What follows belongs to an exercise in optimizing a design on an open flow for small area, a short achievable clock period and few clock cycles; a production flow would make more cautious choices.
The RTL was checked by simulation tests, not by an equivalence proof against the original design.

==> 04-02 <==
Design M1, start of the top module:
module M1 (
		input logic clk,
		input logic reset,
		input logic M1_start,
		input logic [15:0] SRAM_read_data,
		output logic [17:0] M1_SRAM_Address,
		output logic [15:0] M1_SRAM_write_data,
		output logic M1_Status,
		output logic M1_SRAM_we_n
);
Settings: LEC_CHECK=0, CAP_MARGIN=20, CORE_MARGIN=2, CORE_UTILIZATION=78, CTS_CLUSTER_DIAMETER=100, CTS_CLUSTER_SIZE=24, SLEW_MARGIN=20; clock period 13.0 ns.
run.sh (not shown) runs the stock make flow with config.mk's settings and CLKGATE_MAP_FILE= SYNTH_SCRIPT=/design/flow/synth_recipe.tcl, a recipe that flattens the netlist after the stock synthesis.
==> 04-10 (differences from 04-02) <==
--- a/flow/design.v
+++ b/flow/design.v
@@ -9,15 +9,14 @@
 		output logic [15:0] M1_SRAM_write_data,
 		output logic M1_Status,
 		output logic M1_SRAM_we_n
 );
 localparam logic [17:0] U_START_ADDRESS = 18'd38400, V_START_ADDRESS = 18'd57600,
                         RGB_START_ADDRESS = 18'd146944;
-logic        idle, done;  
+logic        run, lead, done;    
 logic [9:0]  pq;          
-logic [8:0]  lq;          
 logic        dummy;       
 logic        first;       
 logic [6:0]  k;           
 logic [15:0] yc;          
 logic [17:0] ra;          
 logic        chv;         
@@ -30,24 +29,20 @@
 logic [8:0]  pu, pv;      
 logic        qu, qv;      
 logic [8:0]  pa, pb, pc;  
 logic [20:0] ft;          
 logic [70:0] res;         
 logic [7:0]  b0h;
-wire l0 = lq[0], l1 = lq[1], l2 = lq[2], l3 = lq[3], l4 = lq[4];
-wire l5 = lq[5], l6 = lq[6], l7 = lq[7], l8 = lq[8];
+wire idle = ~run & ~lead & ~done;
 wire p0 = pq[0], p1 = pq[1], p2 = pq[2], p3 = pq[3], p4 = pq[4];
 wire p5 = pq[5], p6 = pq[6], p7 = pq[7], p8 = pq[8], p9 = pq[9];
-logic inrow;       
-logic tail;        
-logic to_lead;     
-always_ff @(posedge clk) begin
-	inrow <= (k <= 7'd77);
-	tail <= (k == 7'd80);
-	to_lead <= dummy | ((k == 7'd79) & (yc < 16'd38400));
-end
+wire inrow = (k <= 7'd77);      
+wire last_grp = (k == 7'd79);
+wire tail = (k == 7'd80);
+wire last_row = (yc >= 16'd38400);
+wire to_lead = dummy | (last_grp & ~last_row);
 wire ys_1 = yb[7] ^ yb[5];
 wire ys_2 = yb[7] & yb[5];
 wire ys_3 = yb[6] ^ yb[4];
 wire ys_4 = yb[6] & yb[4];
 wire ys_5 = yb[7] ^ yb[5];
 wire ys_6 = yb[7] & yb[5];
@@ -657,68 +652,71 @@
 wire [10:0] s_r = res[70:60] + res[59:49] + {10'd0, res[48]};
 wire [10:0] s_g = res[47:37] + res[36:26] + {10'd0, res[25]};
 wire [10:0] s_b = res[24:14] + res[13:3] + {10'd0, res[2]};
 wire [7:0] c_r = rq_v ? 8'd0 : clip(s_r);
 wire [7:0] c_g = (rq_u | rq_v) ? 8'd0 : clip(s_g);
 wire [7:0] c_b = rq_u ? 8'd0 : clip(s_b);
-wire nx_rd_y = p2 | (p6 & ~to_lead) | l5;
-wire nx_rd_u = p0 | (p9 & to_lead) | l3;
-wire nx_rd_v = p1 | l0 | l4;
-wire nx_wr_cur  = ~dummy & ~tail & (p5 | p7 | p8);
-wire nx_wr_prev = ~first & ((p9 & ~to_lead) | p3 | p4 | l8);
+wire nx_rd_y = run & (p2 | p6);
+wire nx_rd_u = (run & (p0 | (p9 & to_lead))) | (lead & p3);
+wire nx_rd_v = (run & p1) | (lead & (p0 | p4));
+wire nx_wr_cur  = run & ~dummy & ~tail & (p5 | p7 | p8);
+wire nx_wr_prev = ~first & ((run & ((p9 & ~to_lead) | p3 | p4)) | (lead & p8));
 wire nx_wr   = nx_wr_cur | nx_wr_prev;
-wire [1:0] uv_d = {p0 | p1, l3 | l4};
+wire [1:0] uv_d = lead ? {1'b0, p3 | p4} : (p9 ? 2'd0 : 2'd2);
 wire [17:0] uv_base = (nx_rd_u ? U_START_ADDRESS : V_START_ADDRESS) + {16'd0, uv_d};
 wire [17:0] nx_uva = uv_base + {3'd0, yc[15:1]};
 always_ff @(posedge clk) begin
 	if (nx_rd_y)                  M1_SRAM_Address <= {2'b00, yc};
 	else if (nx_rd_u | nx_rd_v)   M1_SRAM_Address <= nx_uva;
 	else                          M1_SRAM_Address <= ra;
-	if (p3 | p7)      M1_SRAM_write_data <= {b0h, c_r};
-	else if (p4 | p8) M1_SRAM_write_data <= {c_g, c_b};
+	if (run & (p3 | p7))      M1_SRAM_write_data <= {b0h, c_r};
+	else if (run & (p4 | p8)) M1_SRAM_write_data <= {c_g, c_b};
 	else                      M1_SRAM_write_data <= {c_r, c_g};
 	M1_SRAM_we_n <= ~nx_wr;
-	M1_Status <= (p4 & tail) | (done & M1_Status);
+	M1_Status <= (run & p4 & tail) | (done & M1_Status);
 end
 always_ff @(posedge clk or negedge reset) begin
 	if (~reset) begin
-		start_r <= 1'b0; idle <= 1'b1; done <= 1'b0; pq <= 10'd0; lq <= 9'd0;
+		start_r <= 1'b0; run <= 1'b0; lead <= 1'b0; done <= 1'b0;
 	end else begin
 		start_r <= M1_start;
 		if (idle) begin
-			if (start_r) begin idle <= 1'b0; pq <= 10'b0001000000; end
-		end else begin
-			if (p9 & to_lead) pq <= 10'd0;
-			else if (p5 & tail) begin pq <= 10'd0; done <= 1'b1; end
-			else if (l8) pq <= 10'd1;
-			else pq <= {pq[8:0], pq[9]};
-			lq <= {lq[7:0], p9 & to_lead};
+			if (start_r) run <= 1'b1;
+		end else if (run) begin
+			if (p5 & tail) begin run <= 1'b0; done <= 1'b1; end
+			if (p9 & to_lead) begin run <= 1'b0; lead <= 1'b1; end
+		end else if (lead) begin
+			if (p8) begin lead <= 1'b0; run <= 1'b1; end
 		end
 	end
 end
 always_ff @(posedge clk) begin
-	chv <= p2 | p6;
+	chv <= run & (p2 | p6);
 	if (nx_rd_y) yc <= yc + 16'd1;
 	if (nx_wr) ra <= ra + 18'd1;
 	if (idle) begin
-		dummy <= 1'b1; first <= 1'b1; k <= 7'd0;
+		dummy <= 1'b1; first <= 1'b1; pq <= 10'b0001000000; k <= 7'd0;
 		yc <= 16'd0; ra <= RGB_START_ADDRESS;
-	end else begin
+	end else if (run) begin
 		if (p5 & ~dummy) first <= 1'b0;
 		if (p9) begin
 			if (to_lead) begin dummy <= 1'b0; k <= 7'd0; end
 			else k <= k + 7'd1;
 		end
+		pq <= {pq[8:0], pq[9]};
+	end else if (lead) begin
+		if (p8) pq <= 10'd1;
+		else pq <= {pq[8:0], pq[9]};
 	end
 end
-wire shu     = p3 | p9 | l2 | l3 | l4 | l5 | l6 | l7;
-wire shu_bus = (p3 & inrow) | l2 | l6;
-wire shu_buf = (p9 & inrow) | l5 | l7;
-wire shv     = p4 | p9 | l3 | l4 | l5 | l6 | l7 | l8;
-wire shv_bus = (p4 & inrow) | l3 | l7;
-wire shv_buf = (p9 & inrow) | l6 | l8;
+wire shu     = run ? (p3 | p9) : (lead & (p2 | p3 | p4 | p5 | p6 | p7));
+wire shu_bus = run ? (p3 & inrow) : (lead & (p2 | p6));
+wire shu_buf = run ? (p9 & inrow) : (lead & (p5 | p7));
+wire shv     = run ? (p4 | p9) : (lead & (p3 | p4 | p5 | p6 | p7 | p8));
+wire shv_bus = run ? (p4 & inrow) : (lead & (p3 | p7));
+wire shv_buf = run ? (p9 & inrow) : (lead & (p6 | p8));
 wire [7:0] nu = shu_bus ? SRAM_read_data[15:8] : shu_buf ? bufu : wu5;
 wire [7:0] nv = shv_bus ? SRAM_read_data[15:8] : shv_buf ? bufv : wv5;
 always_ff @(posedge clk) begin
 	if (shu) begin wu0 <= wu1; wu1 <= wu2; wu2 <= wu3; wu3 <= wu4; wu4 <= wu5; wu5 <= nu; end
 	if (shu_bus) bufu <= SRAM_read_data[7:0];
 	if (shv) begin wv0 <= wv1; wv1 <= wv2; wv2 <= wv3; wv3 <= wv4; wv4 <= wv5; wv5 <= nv; end
@@ -732,26 +730,26 @@
 wire [7:0] ff = chv ? wv5 : wu5;
 always_ff @(posedge clk) begin
 	pa <= {1'b0, fa} + {1'b0, ff};
 	pb <= {1'b0, fb} + {1'b0, fe};
 	pc <= {1'b0, fc} + {1'b0, fd};
 end
-wire ld_even = p0 | p6;
+wire ld_even = run & (p0 | p6);
 wire [8:0] nu9 = ld_even ? {1'b0, wu2} : fir_t[8:0];
 wire [8:0] nv9 = ld_even ? {1'b0, wv2} : fir_t[8:0];
 wire [8:0]  fs_lo = {1'b0, fs_ra[7:0]} + {1'b0, fs_rb[7:0]};
 wire [16:0] sr_lo = {1'b0, sr_ra[15:0]} + {1'b0, sr_rb[15:0]};
 wire [16:0] sg_lo = {1'b0, sg_ra[15:0]} + {1'b0, sg_rb[15:0]};
 wire [16:0] sb_lo = {1'b0, sb_ra[15:0]} + {1'b0, sb_rb[15:0]};
 wire [9:0]  fir_t = ft[20:11] + ft[10:1] + {9'd0, ft[0]};
 always_ff @(posedge clk) begin
 	ft <= {fs_ra[17:8], fs_rb[17:8], fs_lo[8]};
-	if (ld_even | p4 | p8) begin pu <= nu9; qu <= ~ld_even & fir_t[9]; end
-	if (ld_even | p5 | p9) begin pv <= nv9; qv <= ~ld_even & fir_t[9]; end
-	if (p5 | (p9 & ~to_lead) | l8) begin yb <= SRAM_read_data[15:8]; yl <= SRAM_read_data[7:0]; end
-	else if (p4 | p8) yb <= yl;
-	yt <= yt_s[24:2];
-	if (p0 | p4 | p6 | p8) res <= {sr_ra[26:16], sr_rb[26:16], sr_lo[16], sg_ra[26:16], sg_rb[26:16], sg_lo[16],
+	if (ld_even | (run & (p4 | p8))) begin pu <= nu9; qu <= ~ld_even & fir_t[9]; end
+	if (ld_even | (run & (p5 | p9))) begin pv <= nv9; qv <= ~ld_even & fir_t[9]; end
+	if (run & (p5 | p9)) begin yb <= SRAM_read_data[15:8]; yl <= SRAM_read_data[7:0]; end
+	else if (run & (p4 | p8)) yb <= yl;
+	if (run & (p3 | p5 | p7 | p9)) yt <= yt_s[24:2];
+	if (run & (p0 | p4 | p6 | p8)) res <= {sr_ra[26:16], sr_rb[26:16], sr_lo[16], sg_ra[26:16], sg_rb[26:16], sg_lo[16],
 	                                          sb_ra[26:16], sb_rb[26:16], sb_lo[16], qu, qv};
-	if (p5 | p9) b0h <= c_b;
+	if (run & (p5 | p9)) b0h <= c_b;
 end
 endmodule
- CORE_UTILIZATION: 78 -> 70
- CTS_CLUSTER_DIAMETER: 100 -> 90
- CTS_CLUSTER_SIZE: 24 -> 30
==> 01-07 (differences from 04-02) <==
--- a/flow/design.v
+++ b/flow/design.v
@@ -9,15 +9,14 @@
 		output logic [15:0] M1_SRAM_write_data,
 		output logic M1_Status,
 		output logic M1_SRAM_we_n
 );
 localparam logic [17:0] U_START_ADDRESS = 18'd38400, V_START_ADDRESS = 18'd57600,
                         RGB_START_ADDRESS = 18'd146944;
-logic        idle, done;  
+logic        run, lead, done;    
 logic [9:0]  pq;          
-logic [8:0]  lq;          
 logic        dummy;       
 logic        first;       
 logic [6:0]  k;           
 logic [15:0] yc;          
 logic [17:0] ra;          
 logic        chv;         
@@ -30,14 +29,13 @@
 logic [8:0]  pu, pv;      
 logic        qu, qv;      
 logic [8:0]  pa, pb, pc;  
 logic [20:0] ft;          
 logic [70:0] res;         
 logic [7:0]  b0h;
-wire l0 = lq[0], l1 = lq[1], l2 = lq[2], l3 = lq[3], l4 = lq[4];
-wire l5 = lq[5], l6 = lq[6], l7 = lq[7], l8 = lq[8];
+wire idle = ~run & ~lead & ~done;
 wire p0 = pq[0], p1 = pq[1], p2 = pq[2], p3 = pq[3], p4 = pq[4];
 wire p5 = pq[5], p6 = pq[6], p7 = pq[7], p8 = pq[8], p9 = pq[9];
 logic inrow;       
 logic tail;        
 logic to_lead;     
 always_ff @(posedge clk) begin
@@ -657,68 +655,71 @@
 wire [10:0] s_r = res[70:60] + res[59:49] + {10'd0, res[48]};
 wire [10:0] s_g = res[47:37] + res[36:26] + {10'd0, res[25]};
 wire [10:0] s_b = res[24:14] + res[13:3] + {10'd0, res[2]};
 wire [7:0] c_r = rq_v ? 8'd0 : clip(s_r);
 wire [7:0] c_g = (rq_u | rq_v) ? 8'd0 : clip(s_g);
 wire [7:0] c_b = rq_u ? 8'd0 : clip(s_b);
-wire nx_rd_y = p2 | (p6 & ~to_lead) | l5;
-wire nx_rd_u = p0 | (p9 & to_lead) | l3;
-wire nx_rd_v = p1 | l0 | l4;
-wire nx_wr_cur  = ~dummy & ~tail & (p5 | p7 | p8);
-wire nx_wr_prev = ~first & ((p9 & ~to_lead) | p3 | p4 | l8);
+wire nx_rd_y = run & (p2 | p6);
+wire nx_rd_u = (run & (p0 | (p9 & to_lead))) | (lead & p3);
+wire nx_rd_v = (run & p1) | (lead & (p0 | p4));
+wire nx_wr_cur  = run & ~dummy & ~tail & (p5 | p7 | p8);
+wire nx_wr_prev = ~first & ((run & ((p9 & ~to_lead) | p3 | p4)) | (lead & p8));
 wire nx_wr   = nx_wr_cur | nx_wr_prev;
-wire [1:0] uv_d = {p0 | p1, l3 | l4};
+wire [1:0] uv_d = lead ? {1'b0, p3 | p4} : (p9 ? 2'd0 : 2'd2);
 wire [17:0] uv_base = (nx_rd_u ? U_START_ADDRESS : V_START_ADDRESS) + {16'd0, uv_d};
 wire [17:0] nx_uva = uv_base + {3'd0, yc[15:1]};
 always_ff @(posedge clk) begin
 	if (nx_rd_y)                  M1_SRAM_Address <= {2'b00, yc};
 	else if (nx_rd_u | nx_rd_v)   M1_SRAM_Address <= nx_uva;
 	else                          M1_SRAM_Address <= ra;
-	if (p3 | p7)      M1_SRAM_write_data <= {b0h, c_r};
-	else if (p4 | p8) M1_SRAM_write_data <= {c_g, c_b};
+	if (run & (p3 | p7))      M1_SRAM_write_data <= {b0h, c_r};
+	else if (run & (p4 | p8)) M1_SRAM_write_data <= {c_g, c_b};
 	else                      M1_SRAM_write_data <= {c_r, c_g};
 	M1_SRAM_we_n <= ~nx_wr;
-	M1_Status <= (p4 & tail) | (done & M1_Status);
+	M1_Status <= (run & p4 & tail) | (done & M1_Status);
 end
 always_ff @(posedge clk or negedge reset) begin
 	if (~reset) begin
-		start_r <= 1'b0; idle <= 1'b1; done <= 1'b0; pq <= 10'd0; lq <= 9'd0;
+		start_r <= 1'b0; run <= 1'b0; lead <= 1'b0; done <= 1'b0;
 	end else begin
 		start_r <= M1_start;
 		if (idle) begin
-			if (start_r) begin idle <= 1'b0; pq <= 10'b0001000000; end
-		end else begin
-			if (p9 & to_lead) pq <= 10'd0;
-			else if (p5 & tail) begin pq <= 10'd0; done <= 1'b1; end
-			else if (l8) pq <= 10'd1;
-			else pq <= {pq[8:0], pq[9]};
-			lq <= {lq[7:0], p9 & to_lead};
+			if (start_r) run <= 1'b1;
+		end else if (run) begin
+			if (p5 & tail) begin run <= 1'b0; done <= 1'b1; end
+			if (p9 & to_lead) begin run <= 1'b0; lead <= 1'b1; end
+		end else if (lead) begin
+			if (p8) begin lead <= 1'b0; run <= 1'b1; end
 		end
 	end
 end
 always_ff @(posedge clk) begin
-	chv <= p2 | p6;
+	chv <= run & (p2 | p6);
 	if (nx_rd_y) yc <= yc + 16'd1;
 	if (nx_wr) ra <= ra + 18'd1;
 	if (idle) begin
-		dummy <= 1'b1; first <= 1'b1; k <= 7'd0;
+		dummy <= 1'b1; first <= 1'b1; pq <= 10'b0001000000; k <= 7'd0;
 		yc <= 16'd0; ra <= RGB_START_ADDRESS;
-	end else begin
+	end else if (run) begin
 		if (p5 & ~dummy) first <= 1'b0;
 		if (p9) begin
 			if (to_lead) begin dummy <= 1'b0; k <= 7'd0; end
 			else k <= k + 7'd1;
 		end
+		pq <= {pq[8:0], pq[9]};
+	end else if (lead) begin
+		if (p8) pq <= 10'd1;
+		else pq <= {pq[8:0], pq[9]};
 	end
 end
-wire shu     = p3 | p9 | l2 | l3 | l4 | l5 | l6 | l7;
-wire shu_bus = (p3 & inrow) | l2 | l6;
-wire shu_buf = (p9 & inrow) | l5 | l7;
-wire shv     = p4 | p9 | l3 | l4 | l5 | l6 | l7 | l8;
-wire shv_bus = (p4 & inrow) | l3 | l7;
-wire shv_buf = (p9 & inrow) | l6 | l8;
+wire shu     = run ? (p3 | p9) : (lead & (p2 | p3 | p4 | p5 | p6 | p7));
+wire shu_bus = run ? (p3 & inrow) : (lead & (p2 | p6));
+wire shu_buf = run ? (p9 & inrow) : (lead & (p5 | p7));
+wire shv     = run ? (p4 | p9) : (lead & (p3 | p4 | p5 | p6 | p7 | p8));
+wire shv_bus = run ? (p4 & inrow) : (lead & (p3 | p7));
+wire shv_buf = run ? (p9 & inrow) : (lead & (p6 | p8));
 wire [7:0] nu = shu_bus ? SRAM_read_data[15:8] : shu_buf ? bufu : wu5;
 wire [7:0] nv = shv_bus ? SRAM_read_data[15:8] : shv_buf ? bufv : wv5;
 always_ff @(posedge clk) begin
 	if (shu) begin wu0 <= wu1; wu1 <= wu2; wu2 <= wu3; wu3 <= wu4; wu4 <= wu5; wu5 <= nu; end
 	if (shu_bus) bufu <= SRAM_read_data[7:0];
 	if (shv) begin wv0 <= wv1; wv1 <= wv2; wv2 <= wv3; wv3 <= wv4; wv4 <= wv5; wv5 <= nv; end
@@ -732,26 +733,26 @@
 wire [7:0] ff = chv ? wv5 : wu5;
 always_ff @(posedge clk) begin
 	pa <= {1'b0, fa} + {1'b0, ff};
 	pb <= {1'b0, fb} + {1'b0, fe};
 	pc <= {1'b0, fc} + {1'b0, fd};
 end
-wire ld_even = p0 | p6;
+wire ld_even = run & (p0 | p6);
 wire [8:0] nu9 = ld_even ? {1'b0, wu2} : fir_t[8:0];
 wire [8:0] nv9 = ld_even ? {1'b0, wv2} : fir_t[8:0];
 wire [8:0]  fs_lo = {1'b0, fs_ra[7:0]} + {1'b0, fs_rb[7:0]};
 wire [16:0] sr_lo = {1'b0, sr_ra[15:0]} + {1'b0, sr_rb[15:0]};
 wire [16:0] sg_lo = {1'b0, sg_ra[15:0]} + {1'b0, sg_rb[15:0]};
 wire [16:0] sb_lo = {1'b0, sb_ra[15:0]} + {1'b0, sb_rb[15:0]};
 wire [9:0]  fir_t = ft[20:11] + ft[10:1] + {9'd0, ft[0]};
 always_ff @(posedge clk) begin
 	ft <= {fs_ra[17:8], fs_rb[17:8], fs_lo[8]};
-	if (ld_even | p4 | p8) begin pu <= nu9; qu <= ~ld_even & fir_t[9]; end
-	if (ld_even | p5 | p9) begin pv <= nv9; qv <= ~ld_even & fir_t[9]; end
-	if (p5 | (p9 & ~to_lead) | l8) begin yb <= SRAM_read_data[15:8]; yl <= SRAM_read_data[7:0]; end
-	else if (p4 | p8) yb <= yl;
-	yt <= yt_s[24:2];
-	if (p0 | p4 | p6 | p8) res <= {sr_ra[26:16], sr_rb[26:16], sr_lo[16], sg_ra[26:16], sg_rb[26:16], sg_lo[16],
+	if (ld_even | (run & (p4 | p8))) begin pu <= nu9; qu <= ~ld_even & fir_t[9]; end
+	if (ld_even | (run & (p5 | p9))) begin pv <= nv9; qv <= ~ld_even & fir_t[9]; end
+	if (run & (p5 | p9)) begin yb <= SRAM_read_data[15:8]; yl <= SRAM_read_data[7:0]; end
+	else if (run & (p4 | p8)) yb <= yl;
+	if (run & (p3 | p5 | p7 | p9)) yt <= yt_s[24:2];
+	if (run & (p0 | p4 | p6 | p8)) res <= {sr_ra[26:16], sr_rb[26:16], sr_lo[16], sg_ra[26:16], sg_rb[26:16], sg_lo[16],
 	                                          sb_ra[26:16], sb_rb[26:16], sb_lo[16], qu, qv};
-	if (p5 | p9) b0h <= c_b;
+	if (run & (p5 | p9)) b0h <= c_b;
 end
 endmodule
- CORE_UTILIZATION: 78 -> 75
==> comparison <==
In 04-02 the global-route usage is higher than in 01-07, by 1.9 points.
Area after synthesis: 04-10 > 01-07 > 04-02.
The highest die area belongs to 04-10, the lowest to 04-02.
Via count, highest first: 01-07, 04-10, 04-02.
Worst hold slack: 04-02 > 04-10 > 01-07.
Of 04-10 and 04-02, 04-10 has the higher cell area (gap about 0.9%, measured against 04-02).
==> figures <==
| item | 04-02 | 04-10 | 01-07 |
|---|---|---|---|
| Outcome | timing/DRC/antenna clean | timing/DRC/antenna clean | timing/DRC/antenna clean |
| Fraction of cell area in non-clock buffers | 2.35% | 2.48% | 2.47% |
| Setup slack, reg-to-reg | 9.12 ns | 8.96 ns | 8.66 ns |
| CP Max Fanout | 1 | 2 | 31 |
| Aggregate global-route resource usage | 33.6% | 30.1% | 31.7% |
| Clock network share of area | 2.24% | 2.21% | 2.28% |
| Global-route wire length before repair | 85.4 mm | 84.7 mm | 83.0 mm |
| Die footprint | 0.0330 mm² | 0.0369 mm² | 0.0344 mm² |
| Area share of the largest cell type after synthesis | 27.2% | 29.8% | 29.9% |
| Y dimension of the die | 182 µm | 192 µm | 185 µm |
| Number of cells on the worst reg-to-reg path | 12 | 15 | 12 |
| End point of the critical path | M1_SRAM_write_data[11] | M1_Status | M1_SRAM_Address[15]$_DFF_P_ |
| Met3 Resource Use GR | 4.11% | 3.38% | 3.46% |
| Routed WL | 53.5 mm | 53.6 mm | 52.5 mm |
| Vias per cell | 5.95 | 5.80 | 5.86 |
| Share of cells above drive strength 1 | 5.83% | 6.24% | 5.82% |
| Total number of placement rows | 65 | 68 | 66 |
Testbench counts of 04-02, summed over its fixed seeds: cycles 1,165,026.
Testbench counts of 04-10, summed over its fixed seeds: cycles 1,165,026.
Testbench counts of 01-07, summed over its fixed seeds: cycles 1,165,026.

## port drivers added, routing unchanged
No port has a modelled driver above. Below, the same layouts with a new extraction and two added sets of constraints.
Step 1, drivers: a clkbuf_16 drives clk and a buf_2 each remaining input, both assumed.
Step 2 adds t to the input delays and takes it off the output delays; t is the mean of the earliest and latest rising clock arrival at the registers after step 1. Input paths then give back, and output paths get back, about the clock's delay inside the block.
Three values: ideal, step 1, step 2; two values: the first two.
run | shift t [ns] | slack for setup (ns) | worst register clock-pin slew, ns | worst slew at a driven data input, ns | cell pins on the clock port's net
04-02 | 0.595 | 8.970 / 8.914 / 9.122 | 0.10 / 0.10 | 0.05 | 1
04-10 | 0.593 | 8.965 / 8.906 / 8.966 | 0.12 / 0.12 | 0.04 | 1
01-07 | 0.593 | 8.664 / 8.664 / 8.664 | 0.10 / 0.10 | 0.04 | 1
After both steps every run listed still meets setup and hold.
